This design comes from an exercise in tuning for small area on the open sky130 flow, not from production work.
Only simulation tests tie the RTL to the original design; equivalence was not proved.
No driver is modelled on the clock port, so clocking that relies on it looks cheaper here than on a real chip.
Power and IR drop assume default switching activity.

== lane 1 ==
==> module alu_ctl, before the edit <==
module alu_ctl(
input logic [3:0] s,
input logic big,                  
input logic a15,
output logic add, sel_x, sel_g, sel_nbn, sra, sll, op6, op7,
output logic satn                 
    );
    assign add     = (s == 4'd0);
    assign sel_nbn = (s != 4'd1);
    assign sel_g   = (s == 4'd2) | (s == 4'd3);
    assign sel_x   = (s == 4'd0) | (s == 4'd3) | s[3];
    assign sra     = (s == 4'd4) & ~big;
    assign satn    = ~((s == 4'd4) & big & a15);
    assign sll     = (s == 4'd5) & ~big;
    assign op6     = (s == 4'd6);
    assign op7     = (s == 4'd7);
endmodule
==> module rdec, before the edit <==
module rdec(
input logic [2:0] a,
output logic [7:0] s
    );
    always_comb
        for (int i = 0; i < 8; i = i + 1)
            s[i] = (a == i);
endmodule
export LEC_CHECK = 0
export CAP_MARGIN = 5
export CORE_MARGIN = 2
export CORE_UTILIZATION = 50
export GPL_TIMING_DRIVEN = 0
export SETUP_SLACK_MARGIN = 0.1
export SLEW_MARGIN = 5
export SYNTH_HIERARCHICAL = 1
export SYNTH_MINIMUM_KEEP_SIZE = 0
create_clock -name core_clock -period 10.0 [get_ports {clk}]
standard.sh (not shown) runs the stock make flow with config.mk's settings and CLKGATE_MAP_FILE= SYNTH_SCRIPT=/design/flow/synth_recipe.tcl, a recipe that flattens the netlist after the stock synthesis.
==> flow/flow/run.sh <==
#!/bin/bash
# Standard ORFS flow, with these changes to how the layout is made:
#  - before floorplan, combinational cells are set to their smallest drive strength
#    (downsize.tcl); the flow's repair steps size up what timing and loads need;
#  - port buffers are the smallest buffer cell;
#  - clock tree synthesis without dummy balancing loads, and clock buffers whose
#    flip-flop clock pins see a high slew are sized up (clkfix.tcl).
set -uo pipefail
F=$PWD/flow
bash standard.sh PRE_FLOORPLAN_TCL=$F/downsize.tcl POST_CTS_TCL=$F/clkfix.tcl \
  "BUFFER_PORTS_ARGS=-buffer_cell sky130_fd_sc_hd__buf_1" \
  "CTS_ARGS=-sink_clustering_enable -repair_clock_nets -buf_list sky130_fd_sc_hd__clkbuf_4 -dont_use_dummy_load" \
  finish > make_finish.log 2>&1
Other scripts of this flow, unchanged in this note and not shown: flow/flow/clkfix.tcl, flow/flow/downsize.tcl
Edits applied to the flow inputs when going from lane 1 to lane 2:
diff --git a/flow/design.v b/flow/design.v
--- a/flow/design.v
+++ b/flow/design.v
@@ -78,6 +78,15 @@
 module g_o21bai(input logic a1, a2, b1n, output logic y);
     assign y = ~((a1 | a2) & ~b1n);
 endmodule
+module g_inv(input logic a, output logic y);
+    assign y = ~a;
+endmodule
+module g_and3(input logic a, b, c, output logic y);
+    assign y = a & b & c;
+endmodule
+module g_or2(input logic a, b, output logic y);
+    assign y = a | b;
+endmodule
 `timescale 1ns / 1ps
 module alu_ctl(
 input logic [3:0] s,
@@ -86,15 +95,24 @@
 output logic add, sel_x, sel_g, sel_nbn, sra, sll, op6, op7,
 output logic satn                 
     );
-    assign add     = (s == 4'd0);
-    assign sel_nbn = (s != 4'd1);
-    assign sel_g   = (s == 4'd2) | (s == 4'd3);
-    assign sel_x   = (s == 4'd0) | (s == 4'd3) | s[3];
-    assign sra     = (s == 4'd4) & ~big;
-    assign satn    = ~((s == 4'd4) & big & a15);
-    assign sll     = (s == 4'd5) & ~big;
-    assign op6     = (s == 4'd6);
-    assign op7     = (s == 4'd7);
+    logic lo00, hi00, is4, is5, u_x, v_nb, w_nb, sat;
+    assign lo00 = ~s[1] & ~s[0];
+    assign hi00 = ~s[3] & ~s[2];
+    assign is4  = ~s[3] & s[2] & ~s[1] & ~s[0];
+    assign is5  = ~s[3] & s[2] & ~s[1] & s[0];
+    assign u_x  = ~s[2] & ~(s[1] ^ s[0]);
+    assign v_nb = s[3] | s[2];
+    assign w_nb = s[1] | ~s[0];
+    assign sat  = is4 & big;
+    assign op6  = (s == 4'd6);
+    assign op7  = (s == 4'd7);
+    g_and2  u_add(.a(hi00), .b(lo00), .y(add));
+    g_or2   u_nb(.a(v_nb), .b(w_nb), .y(sel_nbn));
+    g_and3  u_g(.a(~s[3]), .b(~s[2]), .c(s[1]), .y(sel_g));
+    g_or2   u_selx(.a(s[3]), .b(u_x), .y(sel_x));
+    g_and2  u_sra(.a(is4), .b(~big), .y(sra));
+    g_and2  u_sll(.a(is5), .b(~big), .y(sll));
+    g_nand2 u_sat(.a(sat), .b(a15), .y(satn));
 endmodule
 module sh_ctl(
 input logic [15:0] b,
@@ -281,9 +299,14 @@
 input logic [2:0] a,
 output logic [7:0] s
     );
-    always_comb
-        for (int i = 0; i < 8; i = i + 1)
-            s[i] = (a == i);
+    logic [2:0] an;
+    genvar i;
+    for (i = 0; i < 3; i = i + 1) begin : gi
+        g_inv u(.a(a[i]), .y(an[i]));
+    end
+    for (i = 0; i < 8; i = i + 1) begin : gs
+        g_and3 u(.a(i & 1 ? a[0] : an[0]), .b(i & 2 ? a[1] : an[1]), .c(i & 4 ? a[2] : an[2]), .y(s[i]));
+    end
 endmodule
 module wdec(
 input logic [2:0] a,
### Flow results
Lane 2 ended up with sky130_fd_sc_hd__and3_1 as its standard cell with the maximum stage delay on the critical path; lane 1 ended up with sky130_fd_sc_hd__nor3b_2.
Taking lane 1 as the reference point, the final cycle utilization of the critical path of lane 2 falls by 1.1 points.
Relative to lane 1, lane 2 improves final-layout worst hold slack.
The run showing the smaller routed wire length is lane 1.
Any difference in global-route usage over all layers between lane 1 and lane 2 is small enough to ignore.
Summary — final cell count, lane 2 relative to lane 1: higher, by 10.
The instance area after placement reported for lane 2 is smaller than that of lane 1 by 100 um2.
Taking lane 1 as the reference point, the power of lane 2 falls by 13 uW.
In the tables for lane 2 and lane 1, number of cells produced by synthesis reads lower with lane 1.
~same first-pass GRT wire length in lane 2 and lane 1

== the baseline ==
alu_datamem_top, a different RTL version from the one above (not shown whole).
For scale: roughly 600 cells after synthesis, ~150 I/O pins.
==> module alu_datamem_top, before the edit <==
module alu_datamem_top(input clk,	 
        input logic reset,
        input logic RegWrite,
        input logic [15:0] alu_input2_instr_src,
        input logic ALUSrc1, ALUSrc2,
        input logic [3:0] ALUOp,
        input logic MemToReg,
        input logic [2:0] regfile_ReadAddress1,	 
        input logic [2:0] regfile_ReadAddress2,	 
        input logic [2:0] regfile_WriteAddress,	 
        input logic [15:0] DataMemOut,
		output logic ovf_ctrl,
		output logic take_branch,
        output logic [15:0] alu_output,          
        output logic [15:0] regfile_WriteData,
        output logic [15:0] regfile_ReadData1,
        output logic [15:0] regfile_ReadData2,   
        output logic [15:0] alu_input1,
        output logic [15:0] alu_input2
    );
    (* mem2reg *) reg [15:0] mem [0:7];
    logic [7:0] we;
    logic [15:0] wdz;
    logic [127:0] q;
    wdec wdecode(.a(regfile_WriteAddress), .en(RegWrite), .rst(reset), .s(we));
    always @(posedge clk)
        for (int i = 0; i < 8; i = i + 1)
            if (we[i])
                mem[i] <= wdz;
    always_comb
        for (int i = 0; i < 8; i = i + 1)
            q[16 * i +: 16] = mem[i];
    rport rp1(.q(q), .addr(regfile_ReadAddress1), .data(regfile_ReadData1));
    rport rp2(.q(q), .addr(regfile_ReadAddress2), .data(regfile_ReadData2));
    assign alu_input1 = regfile_ReadData1 & {16{~ALUSrc1}};
    TwoToOneMux mux2(.a(regfile_ReadData2),.b(alu_input2_instr_src),.sel_mux(ALUSrc2),.out(alu_input2));
    alu sixteenbit_alu(
        .s(ALUOp),
        .a(alu_input1),
        .b(alu_input2),
        .f(alu_output),
        .ovf(ovf_ctrl),
        .take_branch(take_branch)
        );
    genvar i;
    for (i = 0; i < 16; i = i + 1) begin : gwb
        wb_bit w(.f(alu_output[i]), .dmem(DataMemOut[i]), .sel(MemToReg), .rst(reset),
                 .wd(regfile_WriteData[i]), .wdz(wdz[i]));
    end
endmodule
==> flow/config.mk <==
export PLATFORM = sky130hd
export DESIGN_NAME = alu_datamem_top
export DESIGN_NICKNAME = alu_datamem_top
export VERILOG_FILES = /design/flow/design.v
export SDC_FILE = /design/flow/constraint.sdc
export NUM_CORES = 4
export LEC_CHECK = 0
export CAP_MARGIN = 5
export CORE_MARGIN = 2
export CORE_UTILIZATION = 50
export GPL_TIMING_DRIVEN = 0
export SETUP_SLACK_MARGIN = 0.1
export SLEW_MARGIN = 5
export SYNTH_HIERARCHICAL = 1
export SYNTH_MINIMUM_KEEP_SIZE = 0
==> flow/constraint.sdc <==
create_clock -name core_clock -period 10.0 [get_ports {clk}]
set_input_delay 2.0000 -clock core_clock [delete_from_list [all_inputs] [get_ports {clk}]]
set_output_delay 2.0000 -clock core_clock [all_outputs]
set_load 0.01 [all_outputs]
==> flow/flow/clkfix.tcl <==
estimate_parasitics -placement
set nfix 0
foreach inst [get_cells *] {
  set ref [get_property $inst ref_name]
  if { ![regexp {clkbuf_(\d+)$} $ref -> drv] } { continue }
  set opin [get_pins -of_objects $inst -filter "direction == output"]
  set worst 0
  foreach p [get_pins -of_objects [get_nets -of_objects $opin] -filter "direction == input"] {
    set s [get_property $p slew_max]
    if { $s > $worst } { set worst $s }
  }
  if { $worst > 0.10 } {
    set next [expr { $drv < 8 ? 8 : 16 }]
    if { $next != $drv } {
      replace_cell $inst sky130_fd_sc_hd__clkbuf_$next
      incr nfix
    }
  }
}
puts "clkfix: resized $nfix clock buffers"
if { $nfix > 0 } {
  detailed_placement
  check_placement -verbose
}
==> flow/flow/downsize.tcl <==
# Before floorplan: put every combinational cell at the smallest drive strength of its
# function (the repair steps later size up whatever timing, slew or load needs).
set n 0
foreach inst [get_cells *] {
  set ref [get_property $inst ref_name]
  if { ![regexp {^(sky130_fd_sc_hd__[a-z0-9]+)_([0-9]+)$} $ref -> base drive] } { continue }
  if { [regexp {__(s?e?s?df|s?dl|conb|tap|fill|decap|diode)} $ref] } { continue }
  set lc [get_lib_cells $ref]
  set best $ref
  set best_area [get_property $lc area]
  set best_drive $drive
  foreach cand [get_lib_cells ${base}_*] {
    set cname [get_property $cand name]
    if { ![regexp {^sky130_fd_sc_hd__[a-z0-9]+_([0-9]+)$} $cname -> cdrive] } { continue }
    if { [get_property $cand dont_use] } { continue }
    set a [get_property $cand area]
    if { $a < $best_area - 1e-6 || ($a < $best_area + 1e-6 && $cdrive > $best_drive && $a <= [get_property $lc area]) } {
      set best $cname
      set best_area $a
      set best_drive $cdrive
    }
  }
  if { $best ne $ref } {
    replace_cell $inst $best
    incr n
  }
}
puts "downsize: replaced $n cells"
Scripts as last shown in full above: flow/flow/run.sh
Modified inputs, the candidate compared to the baseline
==> flow/design.v, changed modules only <==
module alu_datamem_top(input clk,	 
        input logic reset,
        input logic RegWrite,
        input logic [15:0] alu_input2_instr_src,
        input logic ALUSrc1, ALUSrc2,
        input logic [3:0] ALUOp,
        input logic MemToReg,
        input logic [2:0] regfile_ReadAddress1,	 
        input logic [2:0] regfile_ReadAddress2,	 
        input logic [2:0] regfile_WriteAddress,	 
        input logic [15:0] DataMemOut,
		output logic ovf_ctrl,
		output logic take_branch,
        output logic [15:0] alu_output,          
        output logic [15:0] regfile_WriteData,
        output logic [15:0] regfile_ReadData1,
        output logic [15:0] regfile_ReadData2,   
        output logic [15:0] alu_input1,
        output logic [15:0] alu_input2
    );
    (* mem2reg *) reg [15:0] mem [0:7];
    logic [7:0] we;
    logic [15:0] wdz;
    logic [127:0] q;
    wdec wdecode(.a(regfile_WriteAddress), .en(RegWrite), .rst(reset), .s(we));
    always @(posedge clk)
        for (int i = 0; i < 8; i = i + 1)
            if (we[i])
                mem[i] <= wdz;
    always_comb
        for (int i = 0; i < 8; i = i + 1)
            q[16 * i +: 16] = mem[i];
    rport rp1(.q(q), .addr(regfile_ReadAddress1), .data(regfile_ReadData1));
    rport rp2(.q(q), .addr(regfile_ReadAddress2), .data(regfile_ReadData2));
    genvar i;
    for (i = 0; i < 16; i = i + 1) begin : gin1
        g_nor2b u(.a(ALUSrc1), .bn(regfile_ReadData1[i]), .y(alu_input1[i]));
    end
    TwoToOneMux mux2(.a(regfile_ReadData2),.b(alu_input2_instr_src),.sel_mux(ALUSrc2),.out(alu_input2));
    alu sixteenbit_alu(
        .s(ALUOp),
        .a(alu_input1),
        .b(alu_input2),
        .f(alu_output),
        .ovf(ovf_ctrl),
        .take_branch(take_branch)
        );
    for (i = 0; i < 16; i = i + 1) begin : gwb
        wb_bit w(.f(alu_output[i]), .dmem(DataMemOut[i]), .sel(MemToReg), .rst(reset),
                 .wd(regfile_WriteData[i]), .wdz(wdz[i]));
    end
endmodule
### Flow results
Number of clock buffers in the layout: the baseline vs the candidate identical
Portion of total power attributed to the clock network: the candidate < the baseline
In the metrics for the candidate and the baseline, the one carrying the higher met3 layer usage reported by global route is the baseline.
[compare] base=the baseline new=the candidate: height of the chip stayed essentially flat, fmax went up, first-pass iteration count of the detailed router grew by 4, final clock skew essentially unchanged, worst slew slack as a fraction of its limit now smaller.
Max detailed-routed wire length on met3 across the candidate and the baseline: the baseline
The candidate and the baseline ended up with nearly the same fraction of area in clock buffers and inverters.
In the metrics for the candidate and the baseline, the one carrying the higher transition time of the tightest slew-check pin is the candidate.
Wire length reported by the detailed router on the candidate is ahead of the baseline.

[port drivers added, routing unchanged]
In the flow no input, the clock included, has a driving cell. The finished layouts below were timed again as built, in two steps.
Step 1 sets driving cells, clkbuf_16 on the clock port and buf_2 on the other inputs (assumed; they add their load-dependent delay and slew).
Step 2 adds t to the input delays and takes it off the output delays; t is the mean of the earliest and latest rising clock arrival at the registers after step 1. Input paths then give back, and output paths get back, about the clock's delay inside the block.
a / b / c = ideal / step 1 / step 2; a / b = the first two.
run	t, ns	slack for setup (ns)	worst register clock-pin slew, ns
lane 1	0.445	0.308 / 0.279 / 0.279	0.10 / 0.10
lane 2	0.426	0.417 / 0.392 / 0.392	0.10 / 0.10
the baseline	0.449	0.467 / 0.446 / 0.446	0.10 / 0.10
the candidate	0.430	0.609 / 0.588 / 0.588	0.09 / 0.09
After both steps setup and hold are still met in every run listed. The setup slack of lane 1, which loses most, moves by -0.029 ns with the drivers and by -0.029 ns with both steps.
